From an optimization exercise on the open Yosys and OpenROAD flow, aimed at small area, a short achievable clock period and few clock cycles; shortcuts taken in it are not production practice. Function was not checked in any run shown here: the RTL went through the layout flow alone. No activity file was given, so power comes from the tool's default toggle rates.

==> flow/design.v (outline; a module is shown in full before it is edited, if it fits) <==
// module Divider16t: 87 lines
// module div_step: 26 lines
// module div_mux8: 6 lines
// module div_sgn: 3 lines
// module div_nsel: 3 lines
// module MultDiv: 2458 lines
// module mac_fa: 4 lines
// module mac_ha: 4 lines
// module mac_pp: 3 lines
// module mac_add64: 1751 lines
// module div_sub35: 843 lines
// module neg32: 354 lines
// module pfx_pg: 4 lines
// module pfx_p: 3 lines
// module pfx_g: 3 lines
// module pfx_bn: 4 lines
// module pfx_bp: 4 lines
// module pfx_gn: 3 lines
// module pfx_gp: 3 lines
// module pfx_and_n: 3 lines
// module pfx_and_p: 3 lines
// module muldiv_unit: 185 lines
module muldiv_unit (
    input               clk,
    input               resetn,
    input               req_valid,
    output              req_ready,
    input       [2:0]   req_op,      
    input       [31:0]  req_a,
    input       [31:0]  req_b,
    input       [31:0]  req_hi,      
    input       [31:0]  req_lo,
    output              resp_valid,
    output      [31:0]  resp_hi,
    output      [31:0]  resp_lo
);
  // ...
==> flow/flow/run.sh <==
#!/bin/bash
# The standard layout (standard.sh) with two changes to how it is made:
#  - ORFS's setup repair is asked to leave a larger slack margin: the design's
#    20 ns clock leaves every path with slack, so without a margin the repair
#    never works on the critical paths;
#  - the port buffers that placement inserts on every input and output are
#    plain buffers (buf_4) rather than the slow delay cells it picks by itself.
set -euo pipefail
MARGIN=14
PORTBUF=sky130_fd_sc_hd__buf_4
sed "s|\"\${@:-finish}\"|SETUP_SLACK_MARGIN=$MARGIN 'BUFFER_PORTS_ARGS=-buffer_cell $PORTBUF' \"\${@:-finish}\"|" standard.sh > standard_mod.sh
grep -q "SETUP_SLACK_MARGIN=$MARGIN" standard_mod.sh
bash standard_mod.sh > layout.log 2>&1
==> flow/standard.sh <==
#!/bin/bash
# synth_recipe.tcl (not shown) runs the flow's synth.tcl, then flattens the netlist and writes it again
# the make line also repeats each setting of config.mk as NAME=value (left out here)
make -C /OpenROAD-flow-scripts/flow DESIGN_CONFIG=/design/flow/config.mk WORK_HOME=/design/flow/orfs CLKGATE_MAP_FILE= SYNTH_SCRIPT=/design/flow/synth_recipe.tcl "${@:-finish}"
==> flow/config.mk <==
export PLATFORM = sky130hd
export DESIGN_NAME = muldiv_unit
export DESIGN_NICKNAME = muldiv_unit
export VERILOG_FILES = /design/flow/design.v
export SDC_FILE = /design/flow/constraint.sdc
export NUM_CORES = 8
export LEC_CHECK = 0
export CAP_MARGIN = 20
export CORE_MARGIN = 2
export CORE_UTILIZATION = 40
export SLEW_MARGIN = 20
export SYNTH_HIERARCHICAL = 1
export SYNTH_MINIMUM_KEEP_SIZE = 0
==> flow/constraint.sdc <==
create_clock -name core_clock -period 20.0 [get_ports {clk}]
set_input_delay 4.0000 -clock core_clock [delete_from_list [all_inputs] [get_ports {clk}]]
set_output_delay 4.0000 -clock core_clock [all_outputs]
set_load 0.01 [all_outputs]
==> key figures, run 1 <==
Status
  – Outcome: complete, no violations

Placed design
  – DP Wirelength: 214000 µm

Die
  – I/O pins: 200
  – DIE WIDTH: 427 µm

Cells and area
  – Seq area share: between 20% and 30%
  – Non-CTS buffers: 454
  – Commonest non-fill, non-tap cell in the layout: xnor2_1
  – Multi-input logic area: approximately 54000 µm²
  – Final core utilization: 45.5%

Detailed routing
  – Metal-1 WL: approximately 120000 µm
  – Final wirelength: slightly below 300000 µm
  – Top Layer Used: met5

Worst setup path
  – WP data required: 16.00 ns
  – CP Max Fanout: 17
  – Reg-to-reg startpoint: ir_lzb[1]
  – Max incr delay on CP: 0.43 ns
  – Crit path capture: resp_hi[18]

STA
  – Final Hold Vio Count: 0
  – Final min period: 6.00 ns
  – WHS: 0.466 ns

CTS
  – TritonCTS buffer count: 77
  – Postcts setup bufs: 76
  – CTS clk-pin slew, worst paths: 0.06 ns

Power and ir drop
  – Tot Pwr: 15200 µW

Hold path
  – Hold crit path type: reg2reg

Global route
  – Initial antenna violation count: 13
==> module muldiv_unit, before the edit <==
module muldiv_unit (
    input               clk,
    input               resetn,
    input               req_valid,
    output              req_ready,
    input       [2:0]   req_op,      
    input       [31:0]  req_a,
    input       [31:0]  req_b,
    input       [31:0]  req_hi,      
    input       [31:0]  req_lo,
    output              resp_valid,
    output      [31:0]  resp_hi,
    output      [31:0]  resp_lo
);
    reg         ir_valid;
    reg         ir_div, ir_sa, ir_sb;
    reg [31:0]  ir_a, ir_b, ir_hi, ir_lo;
    reg [16:0]  ir_one, ir_two, ir_neg;
    reg [5:0]   ir_lza, ir_lzb;      
    wire        rq_sgn = !req_op[0];
    wire        rq_sub = req_op[2] && req_op[1];
    wire        rq_sa  = rq_sgn && req_a[31];
    wire        rq_sb  = rq_sgn && req_b[31];
    wire [34:0] rq_bx  = {{2{rq_sb}}, req_b, 1'b0};
    wire        rq_flip = rq_sub ^ rq_sa;       
    reg  [16:0] rq_one, rq_two, rq_neg;
    integer j;
    always @(*) begin
        for (j = 0; j < 17; j = j + 1) begin
            rq_one[j] = rq_bx[2*j+1] ^ rq_bx[2*j];
            rq_two[j] = (rq_bx[2*j+2] & !rq_bx[2*j+1] & !rq_bx[2*j]) |
                        (!rq_bx[2*j+2] & rq_bx[2*j+1] & rq_bx[2*j]);
            rq_neg[j] = rq_bx[2*j+2] ^ rq_flip;
        end
    end
    function [5:0] lzc32;
        input [31:0] v;
        reg   [7:0]  nz4;
        reg   [15:0] l4;         
        reg   [3:0]  nz8;
        reg   [11:0] l8;         
        reg   [1:0]  nz16;
        reg   [7:0]  l16;        
        integer i;
        begin
            for (i = 0; i < 8; i = i + 1) begin
                nz4[i] = |v[4*i +: 4];
                l4[2*i +: 2] = v[4*i+3] ? 2'd0 : v[4*i+2] ? 2'd1 : v[4*i+1] ? 2'd2 : 2'd3;
            end
            for (i = 0; i < 4; i = i + 1) begin
                nz8[i] = nz4[2*i+1] | nz4[2*i];
                l8[3*i +: 3] = nz4[2*i+1] ? {1'b0, l4[4*i+2 +: 2]} : {1'b1, l4[4*i +: 2]};
            end
            for (i = 0; i < 2; i = i + 1) begin
                nz16[i] = nz8[2*i+1] | nz8[2*i];
                l16[4*i +: 4] = nz8[2*i+1] ? {1'b0, l8[6*i+3 +: 3]} : {1'b1, l8[6*i +: 3]};
            end
            lzc32 = nz16[1] ? {2'b00, l16[7:4]} : nz16[0] ? {2'b01, l16[3:0]} : 6'd32;
        end
    endfunction
    wire [5:0]  rq_lza = rq_sa ? lzc32(~req_a) : lzc32(req_a);
    wire [5:0]  rq_lzb = rq_sb ? lzc32(~req_b) : lzc32(req_b);
    wire [31:0] rq_na, rq_nb;
    neg32 u_nega (req_a, rq_na);
    neg32 u_negb (req_b, rq_nb);
    reg         b_valid, b_wait;     
    reg         e0_full, e1_full;    
    reg         e0_wait, e1_wait;    
    reg [63:0]  e0_res, e1_res;
    reg         resp_e0, resp_div;   
    reg         resp_any;            
    reg         mul_ok, div_ok;      
    reg         rdy;                 
    wire        div_idle, div_done;
    wire        dv_idle_n, dv_done_n;    
    wire [63:0] div_res;
    wire [63:0] mac_r0, mac_r1;
    reg  [63:0] b_r0, b_r1;
    wire [63:0] mac_res;
    wire        mac_co, mac_ct, mac_pt;
    wire        mul_issue = ir_valid && !ir_div && mul_ok;
    wire        div_issue = ir_valid &&  ir_div && div_ok;
    wire        consume   = mul_issue || div_issue;
    assign req_ready  = rdy;             
    assign resp_valid = resp_any;
    assign resp_hi    = resp_div ? div_res[63:32] : e0_res[63:32];
    assign resp_lo    = resp_div ? div_res[31:0]  : e0_res[31:0];
    wire        q1     = resp_e0 ? e1_full : (e0_full && !e1_full);     
    wire        q2     = !resp_e0 && e1_full;                           
    wire        e0_nf  = q1 || q2 || b_valid;
    wire        e1_nf  = q2 || (q1 && b_valid);
    wire        div_busy = !dv_idle_n;
    wire        b_wait_l = b_wait && !resp_div;
    wire        e0_nw  = resp_e0 ? (e1_full ? e1_wait && !resp_div : b_wait_l)
                                 : (e0_full ? e0_wait && !resp_div : b_wait_l);
    wire        e1_nw  = q1 ? b_wait_l : (e1_wait && !resp_div);
    wire        e0_rn  = e0_nf && !e0_nw;        
    wire        mul_ok_n = !e0_nf || (!e1_nf && (!mul_issue || e0_rn)) || (e1_nf && e0_rn && !mul_issue);
    wire        div_ok_n = dv_idle_n || (dv_done_n && !e0_rn);
    wire        ir_valid_n = req_ready ? req_valid : (ir_valid && !consume);
    wire        ir_div_n   = req_ready ? (!req_op[2] && req_op[1]) : ir_div;
    always @(posedge clk) begin
        if (!resetn) begin
            ir_valid <= 1'b0;
            b_valid  <= 1'b0;
            b_wait   <= 1'b0;
            e0_full  <= 1'b0;
            e1_full  <= 1'b0;
            e0_wait  <= 1'b0;
            e1_wait  <= 1'b0;
            resp_e0  <= 1'b0;
            resp_div <= 1'b0;
            resp_any <= 1'b0;
            rdy      <= 1'b1;
            mul_ok   <= 1'b1;
            div_ok   <= 1'b1;
        end
        else begin
            ir_valid <= ir_valid_n;
            b_valid  <= mul_issue;
            b_wait   <= div_busy;
            e0_full  <= e0_nf;
            e1_full  <= e1_nf;
            e0_wait  <= e0_nw;
            e1_wait  <= e1_nw;
            resp_e0  <= e0_rn;
            resp_div <= dv_done_n && !e0_rn;
            resp_any <= e0_rn || dv_done_n;
            mul_ok   <= mul_ok_n;
            div_ok   <= div_ok_n;
            rdy      <= !ir_valid_n || (ir_div_n ? div_ok_n : mul_ok_n);
        end
    end
    always @(posedge clk) begin
        if (req_ready) begin
            ir_div <= !req_op[2] && req_op[1];
            ir_sa  <= rq_sa;
            ir_sb  <= rq_sb;
            ir_a   <= rq_sa ? rq_na : req_a;
            ir_b   <= rq_sb ? rq_nb : req_b;
            ir_one <= rq_one;
            ir_two <= rq_two;
            ir_neg <= rq_neg;
            ir_lza <= rq_lza;
            ir_lzb <= rq_lzb;
            ir_hi  <= req_op[2] ? req_hi : 32'd0;
            ir_lo  <= req_op[2] ? req_lo : 32'd0;
        end
        b_r0 <= mac_r0;
        b_r1 <= mac_r1;
        if (resp_e0 && e1_full)
            e0_res <= e1_res;
        else if (!e0_full || resp_e0)
            e0_res <= mac_res;
        if (q1)
            e1_res <= mac_res;
    end
    MultDiv u_mac (
        .a   ( ir_a            ),
        .one ( ir_one          ),
        .two ( ir_two          ),
        .neg ( ir_neg          ),
        .x   ( {ir_hi, ir_lo}  ),
        .r0  ( mac_r0          ),
        .r1  ( mac_r1          )
    );
    mac_add64 u_cpa (b_r0, b_r1, 1'b0, mac_res, mac_co, mac_ct, mac_pt);
    Divider16t u_div (
        .clk    ( clk       ),
        .resetn ( resetn    ),
        .start  ( div_issue ),
        .sa     ( ir_sa     ),
        .sb     ( ir_sb     ),
        .a      ( ir_a      ),
        .b      ( ir_b      ),
        .lza    ( ir_lza    ),
        .lzb    ( ir_lzb    ),
        .take   ( resp_div  ),
        .idle   ( div_idle  ),
        .done   ( div_done  ),
        .idle_n ( dv_idle_n ),
        .done_n ( dv_done_n ),
        .res    ( div_res   )
    );
endmodule
==> run 2, diff against run 1 <==
--- a/flow/design.v
+++ b/flow/design.v
@@ -121,19 +121,18 @@
 module div_sgn (input p, input c_n, output nonneg);
     assign nonneg = p ^ c_n;
 endmodule
 module div_nsel (input iter, input [31:0] st, input [31:0] alt, output [31:0] d);
     assign d = iter ? st : alt;
 endmodule
 module MultDiv (
     input  [31:0] a,
-    input  [16:0] one,
-    input  [16:0] two,
-    input  [16:0] neg,
+    input  [31:0] b,
+    input         flip,    
     input  [63:0] x,
     output [63:0] r0,      
     output [63:0] r1
 );
     wire s1;
     wire c2;
     wire s3;
     wire c4;
@@ -1340,16 +1339,26 @@
     wire s1205;
     wire c1206;
     wire s1207;
     wire c1208;
     wire s1209;
     wire c1210;
     wire s1211;
     wire c1212;
+    wire [34:0] bx = {2'b00, b, 1'b0};
+    wire [16:0] one, two, neg;
+    genvar j;
+    generate
+        for (j = 0; j < 17; j = j + 1) begin : enc
+            assign one[j] = bx[2*j+1] ^ bx[2*j];
+            assign two[j] = (bx[2*j+2] & !bx[2*j+1] & !bx[2*j]) | (!bx[2*j+2] & bx[2*j+1] & bx[2*j]);
+            assign neg[j] = bx[2*j+2] ^ flip;
+        end
+    endgenerate
     wire [34:0] pp_0;
     assign pp_0[0] = ((one[0] & a[0])) ^ neg[0];
     mac_pp u_pp_0_1 (one[0], two[0], neg[0], a[1], a[0], pp_0[1]);
     mac_pp u_pp_0_2 (one[0], two[0], neg[0], a[2], a[1], pp_0[2]);
     mac_pp u_pp_0_3 (one[0], two[0], neg[0], a[3], a[2], pp_0[3]);
     mac_pp u_pp_0_4 (one[0], two[0], neg[0], a[4], a[3], pp_0[4]);
     mac_pp u_pp_0_5 (one[0], two[0], neg[0], a[5], a[4], pp_0[5]);
     mac_pp u_pp_0_6 (one[0], two[0], neg[0], a[6], a[5], pp_0[6]);
@@ -5584,61 +5593,30 @@
     input       [31:0]  req_lo,
     output              resp_valid,
     output      [31:0]  resp_hi,
     output      [31:0]  resp_lo
 );
     reg         ir_valid;
     reg         ir_div, ir_sa, ir_sb;
     reg [31:0]  ir_a, ir_b, ir_hi, ir_lo;
-    reg [16:0]  ir_one, ir_two, ir_neg;
+    reg         ir_flip;             
     reg [5:0]   ir_lza, ir_lzb;      
     wire        rq_sgn = !req_op[0];
     wire        rq_sub = req_op[2] && req_op[1];
     wire        rq_sa  = rq_sgn && req_a[31];
     wire        rq_sb  = rq_sgn && req_b[31];
-    wire [34:0] rq_bx  = {{2{rq_sb}}, req_b, 1'b0};
-    wire        rq_flip = rq_sub ^ rq_sa;       
-    reg  [16:0] rq_one, rq_two, rq_neg;
-    integer j;
-    always @(*) begin
-        for (j = 0; j < 17; j = j + 1) begin
-            rq_one[j] = rq_bx[2*j+1] ^ rq_bx[2*j];
-            rq_two[j] = (rq_bx[2*j+2] & !rq_bx[2*j+1] & !rq_bx[2*j]) |
-                        (!rq_bx[2*j+2] & rq_bx[2*j+1] & rq_bx[2*j]);
-            rq_neg[j] = rq_bx[2*j+2] ^ rq_flip;
-        end
-    end
-    function [5:0] lzc32;
-        input [31:0] v;
-        reg   [7:0]  nz4;
-        reg   [15:0] l4;         
-        reg   [3:0]  nz8;
-        reg   [11:0] l8;         
-        reg   [1:0]  nz16;
-        reg   [7:0]  l16;        
-        integer i;
-        begin
-            for (i = 0; i < 8; i = i + 1) begin
-                nz4[i] = |v[4*i +: 4];
-                l4[2*i +: 2] = v[4*i+3] ? 2'd0 : v[4*i+2] ? 2'd1 : v[4*i+1] ? 2'd2 : 2'd3;
-            end
-            for (i = 0; i < 4; i = i + 1) begin
-                nz8[i] = nz4[2*i+1] | nz4[2*i];
-                l8[3*i +: 3] = nz4[2*i+1] ? {1'b0, l4[4*i+2 +: 2]} : {1'b1, l4[4*i +: 2]};
-            end
-            for (i = 0; i < 2; i = i + 1) begin
-                nz16[i] = nz8[2*i+1] | nz8[2*i];
-                l16[4*i +: 4] = nz8[2*i+1] ? {1'b0, l8[6*i+3 +: 3]} : {1'b1, l8[6*i +: 3]};
-            end
-            lzc32 = nz16[1] ? {2'b00, l16[7:4]} : nz16[0] ? {2'b01, l16[3:0]} : 6'd32;
-        end
-    endfunction
-    wire [5:0]  rq_lza = rq_sa ? lzc32(~req_a) : lzc32(req_a);
-    wire [5:0]  rq_lzb = rq_sb ? lzc32(~req_b) : lzc32(req_b);
+    wire        rq_flip = rq_sub ^ rq_sa ^ rq_sb;
+    wire [5:0]  lz_a0, lz_a1, lz_b0, lz_b1;
+    lzc32 u_lza0 (req_a, lz_a0);
+    loc32 u_lza1 (req_a, lz_a1);
+    lzc32 u_lzb0 (req_b, lz_b0);
+    loc32 u_lzb1 (req_b, lz_b1);
+    wire [5:0]  rq_lza = rq_sa ? lz_a1 : lz_a0;
+    wire [5:0]  rq_lzb = rq_sb ? lz_b1 : lz_b0;
     wire [31:0] rq_na, rq_nb;
     neg32 u_nega (req_a, rq_na);
     neg32 u_negb (req_b, rq_nb);
     reg         b_valid, b_wait;     
     reg         e0_full, e1_full;    
     reg         e0_wait, e1_wait;    
     reg [63:0]  e0_res, e1_res;
     reg         resp_e0, resp_div;   
@@ -5652,28 +5630,38 @@
     reg  [63:0] b_r0, b_r1;
     wire [63:0] mac_res;
     wire        mac_co, mac_ct, mac_pt;
     wire        mul_issue = ir_valid && !ir_div && mul_ok;
     wire        div_issue = ir_valid &&  ir_div && div_ok;
     wire        consume   = mul_issue || div_issue;
     assign req_ready  = rdy;             
     assign resp_valid = resp_any;
-    assign resp_hi    = resp_div ? div_res[63:32] : e0_res[63:32];
-    assign resp_lo    = resp_div ? div_res[31:0]  : e0_res[31:0];
+    wire        resp_div_n;
+    wire [63:0] resp_data;
+    genvar g;
+    generate
+        for (g = 0; g < 4; g = g + 1) begin : osel
+            resp_mux u_m (clk, resetn, resp_div_n, div_res[16*g +: 16], e0_res[16*g +: 16],
+                          resp_data[16*g +: 16]);
+        end
+    endgenerate
+    assign resp_hi = resp_data[63:32];
+    assign resp_lo = resp_data[31:0];
     wire        q1     = resp_e0 ? e1_full : (e0_full && !e1_full);     
     wire        q2     = !resp_e0 && e1_full;                           
     wire        e0_nf  = q1 || q2 || b_valid;
     wire        e1_nf  = q2 || (q1 && b_valid);
     wire        div_busy = !dv_idle_n;
     wire        b_wait_l = b_wait && !resp_div;
     wire        e0_nw  = resp_e0 ? (e1_full ? e1_wait && !resp_div : b_wait_l)
                                  : (e0_full ? e0_wait && !resp_div : b_wait_l);
     wire        e1_nw  = q1 ? b_wait_l : (e1_wait && !resp_div);
     wire        e0_rn  = e0_nf && !e0_nw;        
+    assign      resp_div_n = dv_done_n && !e0_rn;    
     wire        mul_ok_n = !e0_nf || (!e1_nf && (!mul_issue || e0_rn)) || (e1_nf && e0_rn && !mul_issue);
     wire        div_ok_n = dv_idle_n || (dv_done_n && !e0_rn);
     wire        ir_valid_n = req_ready ? req_valid : (ir_valid && !consume);
     wire        ir_div_n   = req_ready ? (!req_op[2] && req_op[1]) : ir_div;
     always @(posedge clk) begin
         if (!resetn) begin
             ir_valid <= 1'b0;
             b_valid  <= 1'b0;
@@ -5693,52 +5681,49 @@
             ir_valid <= ir_valid_n;
             b_valid  <= mul_issue;
             b_wait   <= div_busy;
             e0_full  <= e0_nf;
             e1_full  <= e1_nf;
             e0_wait  <= e0_nw;
             e1_wait  <= e1_nw;
             resp_e0  <= e0_rn;
-            resp_div <= dv_done_n && !e0_rn;
+            resp_div <= resp_div_n;
             resp_any <= e0_rn || dv_done_n;
             mul_ok   <= mul_ok_n;
             div_ok   <= div_ok_n;
             rdy      <= !ir_valid_n || (ir_div_n ? div_ok_n : mul_ok_n);
         end
     end
     always @(posedge clk) begin
         if (req_ready) begin
             ir_div <= !req_op[2] && req_op[1];
             ir_sa  <= rq_sa;
             ir_sb  <= rq_sb;
             ir_a   <= rq_sa ? rq_na : req_a;
             ir_b   <= rq_sb ? rq_nb : req_b;
-            ir_one <= rq_one;
-            ir_two <= rq_two;
-            ir_neg <= rq_neg;
+            ir_flip <= rq_flip;
             ir_lza <= rq_lza;
             ir_lzb <= rq_lzb;
             ir_hi  <= req_op[2] ? req_hi : 32'd0;
             ir_lo  <= req_op[2] ? req_lo : 32'd0;
         end
         b_r0 <= mac_r0;
         b_r1 <= mac_r1;
         if (resp_e0 && e1_full)
             e0_res <= e1_res;
         else if (!e0_full || resp_e0)
             e0_res <= mac_res;
         if (q1)
             e1_res <= mac_res;
     end
     MultDiv u_mac (
         .a   ( ir_a            ),
-        .one ( ir_one          ),
-        .two ( ir_two          ),
-        .neg ( ir_neg          ),
+        .b   ( ir_b            ),
+        .flip( ir_flip         ),
         .x   ( {ir_hi, ir_lo}  ),
         .r0  ( mac_r0          ),
         .r1  ( mac_r1          )
     );
     mac_add64 u_cpa (b_r0, b_r1, 1'b0, mac_res, mac_co, mac_ct, mac_pt);
     Divider16t u_div (
         .clk    ( clk       ),
         .resetn ( resetn    ),
@@ -5752,8 +5737,86 @@
         .take   ( resp_div  ),
         .idle   ( div_idle  ),
         .done   ( div_done  ),
         .idle_n ( dv_idle_n ),
         .done_n ( dv_done_n ),
         .res    ( div_res   )
     );
 endmodule
+module resp_mux (
+    input               clk,
+    input               resetn,
+    input               sel_n,       
+    input       [15:0]  a,           
+    input       [15:0]  b,           
+    output      [15:0]  y
+);
+    reg sel;
+    always @(posedge clk) begin
+        if (!resetn)
+            sel <= 1'b0;
+        else
+            sel <= sel_n;
+    end
+    assign y = sel ? a : b;
+endmodule
+module lzc32 (input [31:0] v, output [5:0] n);
+    wire [7:0]  z4;          
+    wire [15:0] c4;
+    genvar i;
+    generate
+        for (i = 0; i < 8; i = i + 1) begin : nib
+            lz_nib u_n (v[4*i +: 4], z4[i], c4[2*i +: 2]);
+        end
+    endgenerate
+    lz_tree u_t (z4, c4, n);
+endmodule
+module loc32 (input [31:0] v, output [5:0] n);
+    wire [7:0]  z4;          
+    wire [15:0] c4;
+    genvar i;
+    generate
+        for (i = 0; i < 8; i = i + 1) begin : nib
+            lo_nib u_n (v[4*i +: 4], z4[i], c4[2*i +: 2]);
+        end
+    endgenerate
+    lz_tree u_t (z4, c4, n);
+endmodule
+module lz_tree (input [7:0] z4, input [15:0] c4, output [5:0] n);
+    wire [3:0]  z8;
+    wire [11:0] c8;
+    wire [1:0]  z16;
+    wire [7:0]  c16;
+    wire        z32;
+    wire [4:0]  c32;
+    genvar i;
+    generate
+        for (i = 0; i < 4; i = i + 1) begin : byt
+            lz_m2 u_m (z4[2*i+1], c4[4*i+2 +: 2], z4[2*i], c4[4*i +: 2], z8[i], c8[3*i +: 3]);
+        end
+        for (i = 0; i < 2; i = i + 1) begin : hlf
+            lz_m3 u_m (z8[2*i+1], c8[6*i+3 +: 3], z8[2*i], c8[6*i +: 3], z16[i], c16[4*i +: 4]);
+        end
+    endgenerate
+    lz_m4 u_m32 (z16[1], c16[7:4], z16[0], c16[3:0], z32, c32);
+    assign n = z32 ? {1'b0, c32} : 6'd32;
+endmodule
+module lo_nib (input [3:0] v, output nz, output [1:0] c);
+    assign nz = ~&v;
+    assign c  = !v[3] ? 2'd0 : !v[2] ? 2'd1 : !v[1] ? 2'd2 : 2'd3;
+endmodule
+module lz_nib (input [3:0] v, output nz, output [1:0] c);
+    assign nz = |v;
+    assign c  = v[3] ? 2'd0 : v[2] ? 2'd1 : v[1] ? 2'd2 : 2'd3;
+endmodule
+module lz_m2 (input zh, input [1:0] ch, input zl, input [1:0] cl, output z, output [2:0] c);
+    assign z = zh | zl;
+    assign c = zh ? {1'b0, ch} : {1'b1, cl};
+endmodule
+module lz_m3 (input zh, input [2:0] ch, input zl, input [2:0] cl, output z, output [3:0] c);
+    assign z = zh | zl;
+    assign c = zh ? {1'b0, ch} : {1'b1, cl};
+endmodule
+module lz_m4 (input zh, input [3:0] ch, input zl, input [3:0] cl, output z, output [4:0] c);
+    assign z = zh | zl;
+    assign c = zh ? {1'b0, ch} : {1'b1, cl};
+endmodule
==> key figures, run 2 <==
Worst setup path
  – CP Max Fanout: 4 (-13)
  – Kind of critical path: reg2out
  – WP data required: 16.00 ns (about the same)
  – Data arrival, critical path: 1.96 ns
  – CP startpoint kind: register
  – CP Capture Type: output pin

Cells and area
  – Fin nets: between 8000 and 9000
  – Area grow syn2layout: 13.1%
  – Most frequent cells in the layout: 818 x xnor2_1, 527 x a22oi_2, 494 x nand2_1
  – Fillers: 16900
  – Commonest non-fill, non-tap cell in the layout: xnor2_1
  – Share of cells above drive strength 1: between 30% and 40%

STA
  – Setup violators final: 0
  – RSZ-0062 raised after global routing: true
  – WHS: 0.467 ns (+0.00123 ns)
  – Slew Limit Headroom: 17.0%
  – Final min period: 5.96 ns (-0.0352 ns)
  – Final Hold Vio Count: 0 (unchanged)
  – Final period util: 29.8%
  – FMAX: 168 MHz
  – Worst Skew: 0.0373 ns
  – Final setup margin: ~14 ns
  – Pins over their slew limit: 0
  – Setup TNS: 0 ns
  – Least-Margin Pin Slew: 1.24 ns

CTS
  – CTS tree: done
  – Clk buf depth: 3
  – Clk sinks: 554
  – H-tree levels: 3
  – Root buffer cell: clkbuf_16
  – TritonCTS buffer count: 69 (-10%)
  – CTS clk-pin slew, worst paths: 0.07 ns (about the same)
  – Worst skew pair latency: 0.70 ns

Detailed routing
  – DRC Markers: 0
  – Remaining antenna violation count after routing: 0
  – Via/cell ratio: 5.96
  – Vias: 56700
  – Final wirelength: 299000 µm (+2.8%)
  – Starting DRT DRC Count: 5559
  – Average wire per standard cell: approximately 31 µm
  – Drt pass-1 iters: 6

Global route
  – M3 GR Usage: 6.74%
  – Largest net degree at the start of global routing: between 100 and 150
  – First-pass GRT wire length: 418000 µm
  – GR Util met2: 50.8%
  – Grt total ovfl: 0
  – Initial antenna violation count: 10 (-3)
  – Met1 global-route usage: a little under two fifths
  – Vias in the first global route: 56900
  – Gr busiest metal: met2
  – GRT Resource Usage Total: 31.6%

Die
  – Die H: between 400 and 500 µm
  – Row Count: 156
  – I/O pins: 200 (unchanged)
  – DIE AREA: about 180000 µm²
  – Total core area: 180000 µm²
  – DIE WIDTH: 429 µm (+0.50%)
  – Starting Density: about two fifths

Status
  – Outcome: complete, no violations

Flow run
  – MaxCap Viol Count: 0

Hold path
  – Hold crit path type: reg2reg

Placed design
  – DP Wirelength: 222000 µm (+3.5%)
  – Routability-driven placement congestion ratio: a little under 1
  – PortBufs: 199
  – Worst slack at placement: 12.84 ns

Logic synthesis
  – Synth Instances: 6732
  – Warnings from Yosys: 9
  – Mapped Avg Cell Area: approximately 11 µm²
  – Cell Area, Synth: about 72000 µm²

Power and ir drop
  – Worst vdd ir: 0.000456 V
  – PD cells: 225 nW/µm²
  – Leak pwr: 0.0299 µW
-- run 2: cell type report --
cell class	instances	area (µm²)	share of cell area, %
Multi-Input combinational cell	5598	55900	68.3
Sequential cell	554	15200	18.6
Timing Repair Buffer	500	4100	5.02
Tap cell	2370	2970	3.63
Clock buffer	83	1860	2.28
Inverter	368	1390	1.69
Clock inverter	44	395	0.484
Antenna cell	2	5.00	0.00612
-- run 2: where the power goes --
part | switching, µW | leakage (µW) | internal, µW
clock | 583 | 0.00110 | 716
combinational | 8460 | 0.0235 | 6480
sequential | 154 | 0.00532 | 2030
-- run 2: per-layer routing --
metal / part of all wire (%) / vias to the layer above / wire length (µm)
met5: 0.014 / - / 42
met4: 7.8 / 6 / 23400
met3: 8.2 / 845 / 24400
met2: 46 / 2951 / 137000
met1: 38 / 28400 / 115000
li1: - / 24500 / -
-- run 2: path summary, 6_finish.rpt --
path / start / to / slack, ns / cells past startpoint
max: u_div.rr[3] / resp_hi[3] / 14.04 / 4
max reg2reg: u_div.ddn[4] / u_div.rr[30] / 14.06 / 25
min: resp_div / e1_wait / 0.47 / 1
min reg2reg: resp_div / e1_wait / 0.47 / 1
-- run 2: what timing repair did --
item	CTS	global route
resized for setup	128	99
hold buffers	0	0
endpoints found under the setup margin	141	47
buffers inserted	107	46
pin swaps	19	19
gates cloned	0	1
endpoints found under the hold margin	0	0
-- run 2: metrics by stage --
stage	area, µm²	instances	power (µW)	utilization, %
2_1_floorplan	72800	6790	15800	-
3_3_place_gp	76800	9234	16200	42.6
3_5_place_dp	76800	9235	16400	42.6
4_1_cts	80800	9469	17900	44.8
5_1_grt	81800	9517	19500	45.4
6_report	81800	9519	18400	45.4
-- run 2: worst max-delay path: stages, from the launching register on --
cell and delay, ns:
edfxtp_1 0.45, buf_4 0.20, buf_4 0.13, mux2_2 0.32, buf_4 0.17

[what the ideal ports hide]
The results above use ideal ports. As a check the final layouts listed here were re-extracted and re-timed, cells and wires unchanged. Step 1 assumes that a clkbuf_16 drives the clock port and a buf_2 every other input. Step 2 also shifts input and output timing later by t, the mid clock arrival at the registers, as if the neighbouring blocks saw the same clock. Slacks: ideal ports / drivers / drivers and shift; pairs: ideal ports / drivers.
| run | t, ns | setup WS [ns] | hold slack, ns | slew at the worst register clock pin (ns) | pins driven straight from the clock port |
|---|---|---|---|---|---|
| run 1 | 0.773 | 14.003 / 13.923 / 13.474 | 0.466 / 0.466 / 0.466 | 0.07 / 0.07 | 1 |
| run 2 | 0.776 | 14.038 / 13.947 / 13.674 | 0.467 / 0.467 / 0.467 | 0.07 / 0.07 | 1 |
After both steps every run listed still meets setup and hold. For run 1, which loses most, drivers alone change the setup slack by -0.080 ns; drivers and shift together by -0.529 ns.
